Source: an optimization exercise on an open RTL-to-GDS flow (aim: small area, a short achievable clock period and few clock cycles per item). Production flows keep margins and buffers that such runs may drop. Function was checked by simulation only, so behaviour that the tests miss may differ from the original.

--- config.mk ---
export PLATFORM = sky130hd
export DESIGN_NAME = matvecmult
export DESIGN_NICKNAME = matvecmult
export VERILOG_FILES = /design/flow/design.v
export SDC_FILE = /design/flow/constraint.sdc
export NUM_CORES = 4
export LEC_CHECK = 0
export CAP_MARGIN = 20
export CORE_MARGIN = 2
export CORE_UTILIZATION = 40
export SLEW_MARGIN = 20
--- constraint.sdc ---
create_clock -name core_clock -period 10.0 [get_ports {CLK}]
set_input_delay 2.0000 -clock core_clock [delete_from_list [all_inputs] [get_ports {CLK}]]
set_output_delay 2.0000 -clock core_clock [all_outputs]
set_load 0.01 [all_outputs]
--- design.v ---
module matvecmult(
    CLK,
    RST,
    vector_x,
    vector_b,
    vector_y,
    Q,
    A,
    finish
);
input               CLK;
input               RST;
input       [127:0]	vector_x;
input       [127:0]	vector_b;
output  reg [127:0]	vector_y;
input       [127:0]	Q;
output  reg [3:0]   A;
output  reg         finish;
integer i;
integer j;
reg [7:0] vector_x_w[0:15],vector_x_r[0:15];
reg [7:0] vector_b_w[0:15],vector_b_r[0:15];
reg [7:0] vector_y_w[0:15],vector_y_r[0:15];
reg [7:0] part_matrix_a_w[0:15],part_matrix_a_r[0:15];
reg       finish_w,finish_r;
reg [3:0] counter_w,counter_r;
reg [7:0] temp;
always @(*) begin
    vector_x_w[0] = vector_x[7:0];
    vector_x_w[1] = vector_x[15:8];
    vector_x_w[2] = vector_x[23:16];
    vector_x_w[3] = vector_x[31:24];
    vector_x_w[4] = vector_x[39:32];
    vector_x_w[5] = vector_x[47:40];
    vector_x_w[6] = vector_x[55:48];
    vector_x_w[7] = vector_x[63:56];
    vector_x_w[8] = vector_x[71:64];
    vector_x_w[9] = vector_x[79:72];
    vector_x_w[10] = vector_x[87:80];
    vector_x_w[11] = vector_x[95:88];
    vector_x_w[12] = vector_x[103:96];
    vector_x_w[13] = vector_x[111:104];
    vector_x_w[14] = vector_x[119:112];
    vector_x_w[15] = vector_x[127:120];
    vector_b_w[0] = vector_b[7:0];
    vector_b_w[1] = vector_b[15:8];
    vector_b_w[2] = vector_b[23:16];
    vector_b_w[3] = vector_b[31:24];
    vector_b_w[4] = vector_b[39:32];
    vector_b_w[5] = vector_b[47:40];
    vector_b_w[6] = vector_b[55:48];
    vector_b_w[7] = vector_b[63:56];
    vector_b_w[8] = vector_b[71:64];
    vector_b_w[9] = vector_b[79:72];
    vector_b_w[10] = vector_b[87:80];
    vector_b_w[11] = vector_b[95:88];
    vector_b_w[12] = vector_b[103:96];
    vector_b_w[13] = vector_b[111:104];
    vector_b_w[14] = vector_b[119:112];
    vector_b_w[15] = vector_b[127:120];
    part_matrix_a_w[0] = Q[7:0];
    part_matrix_a_w[1] = Q[15:8];
    part_matrix_a_w[2] = Q[23:16];
    part_matrix_a_w[3] = Q[31:24];
    part_matrix_a_w[4] = Q[39:32];
    part_matrix_a_w[5] = Q[47:40];
    part_matrix_a_w[6] = Q[55:48];
    part_matrix_a_w[7] = Q[63:56];
    part_matrix_a_w[8] = Q[71:64];
    part_matrix_a_w[9] = Q[79:72];
    part_matrix_a_w[10] = Q[87:80];
    part_matrix_a_w[11] = Q[95:88];
    part_matrix_a_w[12] = Q[103:96];
    part_matrix_a_w[13] = Q[111:104];
    part_matrix_a_w[14] = Q[119:112];
    part_matrix_a_w[15] = Q[127:120];
    for(i=0;i<=15;i=i+1) begin
        vector_y_w[i] = vector_y_r[i];
    end
    temp =  2*part_matrix_a_w[15]*vector_x_w[0]+
            2*part_matrix_a_w[14]*vector_x_w[1]+
            2*part_matrix_a_w[13]*vector_x_w[2]+
            2*part_matrix_a_w[12]*vector_x_w[3]+
            2*part_matrix_a_w[11]*vector_x_w[4]+
            2*part_matrix_a_w[10]*vector_x_w[5]+
            2*part_matrix_a_w[9]*vector_x_w[6]+
            2*part_matrix_a_w[8]*vector_x_w[7]+
            2*part_matrix_a_w[7]*vector_x_w[8]+
            2*part_matrix_a_w[6]*vector_x_w[9]+
            2*part_matrix_a_w[5]*vector_x_w[10]+
            2*part_matrix_a_w[4]*vector_x_w[11]+
            2*part_matrix_a_w[3]*vector_x_w[12]+
            2*part_matrix_a_w[2]*vector_x_w[13]+
            2*part_matrix_a_w[1]*vector_x_w[14]+
            2*part_matrix_a_w[0]*vector_x_w[15];
    finish_w = 1'b0;
    counter_w = counter_r;
    if(RST)
        counter_w = 1'b0;
    else if(counter_r<4'b1111) begin
        i = counter_r;
        vector_y_w[i] = vector_y_r[i]+temp+vector_b_w[i];
        counter_w = counter_r+1'b1;
    end
    else begin
        finish_w = 1'b1;
        if(finish_r==1'b0)
            vector_y_w[15] = vector_y_r[15]+temp+vector_b_w[15];
        else
            vector_y_w[15] = vector_y_r[15];
    end
    finish = finish_r;
    A = counter_w;
    vector_y = {vector_y_r[15],vector_y_r[14],vector_y_r[13],vector_y_r[12],vector_y_r[11],vector_y_r[10],vector_y_r[9],vector_y_r[8],vector_y_r[7],vector_y_r[6],vector_y_r[5],vector_y_r[4],vector_y_r[3],vector_y_r[2],vector_y_r[1],vector_y_r[0]};
end
always @(posedge CLK or posedge RST) begin
    if (RST) begin
        counter_r <= 1'b0;
        finish_r <= 1'b0;
        for(i=0;i<=15;i=i+1) begin
            part_matrix_a_r[i]<=1'b0;
            vector_y_r[i]<=1'b0;
        end
    end
    else begin
        counter_r <= counter_w;
        finish_r <= finish_w;
        for(i=0;i<=15;i=i+1) begin
            part_matrix_a_r[i]<=part_matrix_a_w[i];
            vector_y_r[i]<=vector_y_w[i];
        end
    end
end
endmodule
--- run.sh ---
#!/bin/bash
# synth_recipe.tcl (not shown) runs the flow's synth.tcl, then flattens the netlist and writes it again
# the make line also repeats each setting of config.mk as NAME=value (left out here)
make -C /OpenROAD-flow-scripts/flow DESIGN_CONFIG=/design/flow/config.mk WORK_HOME=/design/flow/orfs CLKGATE_MAP_FILE= SYNTH_SCRIPT=/design/flow/synth_recipe.tcl finish
==> flow_metrics.tcl <==
set metrics [dict create \
    worstPathRequired_ns 10.31 \
    viasPerCell 5.29 \
    antenna_found_initial 2 \
    layout-drive-gt1-share 0.205 \
    synth_edf_count 0 \
    async_reset_ff_frac 1.00 \
    rows 81 \
    yosys_most_used_dff "dfrtp_1" \
    slew_headroom 0.237 \
    synth_top_family_by_area "adder cells" \
    yosysWarnings 7 \
    synthDistinctLibCells 48 \
    clock_latency_ns 0.42 \
    synth_seq_cells 133 \
    die_w_um 227 \
    crit_top_cell "fa_1" \
    period_share 0.982 \
    status "complete, no violations" \
    drtIter0Drc 1506 \
    r2r_start "counter_r[3]" \
    dp_cells 3449 \
    fin_cells 3482 \
    cp.arrival_ns 10.13 \
    hold_start "vector_y_r[1][3]" \
    cp-end-kind "flop" \
    grt_usage 0.314 \
    cap_violations 0 \
    synth-seq-area-share 0.167 \
    gp_congestion 0.973 \
    root_buffer "clkbuf_16" \
    syn-cell-area_um2 19900 \
    fmax_mhz 102 \
    finClkSkew_ns 0.0122 \
    io_pins 519 \
    worstMarginPinSlew_ns 1.14 \
    coreArea_um2 49100 \
    syn_inst 2124 \
    rsz0062_at_grt "false" \
    hold_path_end "vector_y_r[1][3]" \
    syn_to_final_growth_pct 46.5 \
    yosys.area_share.simple 0.157 \
    drt-wirelength-per-cell_um 23.9 \
    wl_mm 83.3 \
    dieHeight_um 227 \
    synth_xor_area_frac 0.123 \
    grt_pass1_vias 18661 \
    gr-total-overflow 0 \
    avgSynthCellArea_um2 9.38 \
    fin_util 0.595 \
    setup_viol 0 \
    grt_pass1_wl_mm 118 \
    fin_crit_ns 9.82 \
    hp-class "flop to flop" \
    dieArea_um2 51600 \
    final_antenna_net_count 0 \
    cpMaxStageDelayCell "fa_1" \
    synth_mux_area_frac 0.0543 \
    r2r_slack_ns 4.32 \
    slowest_delay_ns 0.55 \
    min_path_cells 2 \
    rr_endpoint "vector_y_r[14][7]" \
    syn-num-nets 2947 \
    layout.nets 3627 \
    cts_buffers 17 \
    cts_sinks 133 \
    place_hpwl_mm 70.4 \
    grt_max_degree 83 \
    portBuffers 486 \
    slew_violations 0 \
    path_clk_slew_ns 0.06 \
    startpoint_type "input pin" \
    crit_fanout 7 \
    synth_fa_ha_area_frac 0.350 \
    h-tree-depth 4 \
    hold_viol_final 0 \
    synth-compound-area-share 0.0894 \
    cts_tree "built" \
    cts_buffer_depth 2 \
    initial_core_util 0.406 \
    first_pass_iters 7 \
    vias 18435 \
    critical_path_class "input pin to flop" \
    r2r_cells 21 \
    drc 0 \
]
-- routing by layer --
metal	track usage	up-vias	routed length [um]
li1	-	8312	-
met5	0	-	13
met4	0.0651	2	2330
met3	0.0378	137	5220
met1	0.462	9241	37800
met2	0.498	743	38000
-- cells in the final DEF, fill, tap and decap left out, types with 93 or more instances in the layout --
cell type and count:
mux2_2 93, dfrtp_1 133, buf_4 231, inv_1 233
ha_1 173, fa_1 187, nand2_1 221, clkdlybuf4s50_1 349
xnor2_1 185, and2_1 231, dlymetal6s2s_1 95
-- logic make-up (layout without fill, tap and decap cells) --
logic type / count (synthesis) / after routing
DFF: 133 / 133
other: 0 / 2
and+or+nand+nor: 617 / 617
muxes: 96 / 96
AOI/OAI and AO/OA: 263 / 263
xor gates and xnor gates: 267 / 267
buffers and inverters: 311 / 1003
adders and majority gates: 437 / 437
-- registers in the layout, indices dropped and copies added (netlist names) --
register / cells
vector_y_r: 128
finish_r: 1
counter_r: 4
-- worst max-delay path by stage --
| stage | from | endpoint | slack, ns | depth (start not counted) |
|---|---|---|---|---|
| after floorplan | Q[116] | vector_y_r[12][7] | 0.09 | 29 |
| after global placement | vector_x[10] | vector_y_r[11][7] | -1.06 | 30 |
| after detailed placement | vector_x[105] | vector_y_r[9][7] | -1.12 | 30 |
| after CTS | vector_x[73] | vector_y_r[9][7] | -0.13 | 29 |
| after global routing | vector_x[76] | vector_y_r[14][7] | 0.002 | 29 |
| final | Q[60] | vector_y_r[14][7] | 0.18 | 30 |
-- per-stage QoR --
step / setup slack (ns) / setup TNS, ns / hold WS, ns / area [um2]
2_1_floorplan: 0.0912 / 0 / 0.533 / 19900
3_3_place_gp: -1.06 / -38.01 / 0.489 / 27200
3_5_place_dp: -1.12 / -41.28 / 0.501 / 27200
4_1_cts: -0.130 / -1.87 / 0.515 / 28200
5_1_grt: 0.00233 / 0 / 0.540 / 29200
6_report: 0.180 / 0 / 0.513 / 29200
-- worst max-delay path, delay by kind of cell --
family          cells  cell delay, ns
compound gates      1            0.05
xor+xnor            5            0.76
fa+ha+maj          14            6.17
buf+inv             8            0.80
mux                 1            0.26
simple gates        1            0.08
-- cells in the mapped netlist (2+ instances only) --
cell | count | area share
a22oi_1 | 67 | 0.025
a21oi_1 | 70 | 0.018
and3b_1 | 4 | 0.0018
mux2i_1 | 2 | 0.0010
mux2_2 | 93 | 0.053
nand2b_1 | 7 | 0.0022
and3_1 | 4 | 0.0013
a222oi_1 | 15 | 0.0075
xnor2_2 | 2 | 0.0016
ha_1 | 238 | 0.15
or3_1 | 3 | 0.00094
a31oi_1 | 3 | 0.00094
a22o_1 | 14 | 0.0062
nor3b_1 | 2 | 0.00075
nand3_1 | 25 | 0.0063
o21bai_1 | 3 | 0.0011
xnor2_1 | 198 | 0.087
xor2_1 | 60 | 0.026
nand2_1 | 232 | 0.044
a211oi_1 | 2 | 0.00075
clkbuf_1 | 56 | 0.011
nor2b_1 | 5 | 0.0016
nor2_1 | 52 | 0.0098
nor3_1 | 7 | 0.0018
dfrtp_1 | 133 | 0.17
nand4_1 | 9 | 0.0028
buf_2 | 2 | 0.00050
xnor3_1 | 6 | 0.0068
a21o_1 | 38 | 0.014
fa_1 | 199 | 0.20
a221oi_1 | 11 | 0.0048
and2_2 | 4 | 0.0015
inv_1 | 251 | 0.047
nor4_1 | 2 | 0.00063
o21ai_0 | 34 | 0.0085
or4_1 | 3 | 0.0011
and2_1 | 257 | 0.081
-- layout make-up --
class,count,area (um2)
fill,4312,19900
multi-input combinational,1680,16800
timing repair buffer,721,6740
sequential,133,3330
inverter,251,945
tap,664,831
clock buffer,19,453
clock inverter,12,105
antenna,2,5.00
-- timing repair --
| action | in CTS | in global routing |
|---|---|---|
| gates cloned | 0 | 1 |
| hold buffers | 0 | 0 |
| endpoints found under the setup margin | 48 | 44 |
| pin swaps | 51 | 99 |
| buffers inserted | 2 | 0 |
| gates resized for setup | 95 | 310 |
Testbench counts, summed over its fixed seeds: cycles 40,800, items 2,400.

what the ideal ports hide:
The flow's constraints put no driver on any port. The routed layout listed below was extracted and timed again, unchanged, in two steps.
Step 1: set_driving_cell puts a clkbuf_16 on CLK and a buf_2 on each other input, an assumption about the parent block.
Step 2 also shifts input and output timing later by t, the mid clock arrival at the registers, as if the neighbouring blocks saw the same clock.
Three values: no drivers, after step 1, after step 2; two values: the first two.
t, ns: 0.470
slack for setup (ns): 0.180 / 0.191 / -0.279
hold slack, ns: 0.513 / 0.513 / 0.513
clock arrival spread, ns: 0.012 / 0.012
worst slew at a driven data input, ns: 0.15
With both steps, setup timing fails in this run, where it was met with ideal ports. The setup slack of this run moves by +0.011 ns with the drivers and by -0.459 ns with both steps.
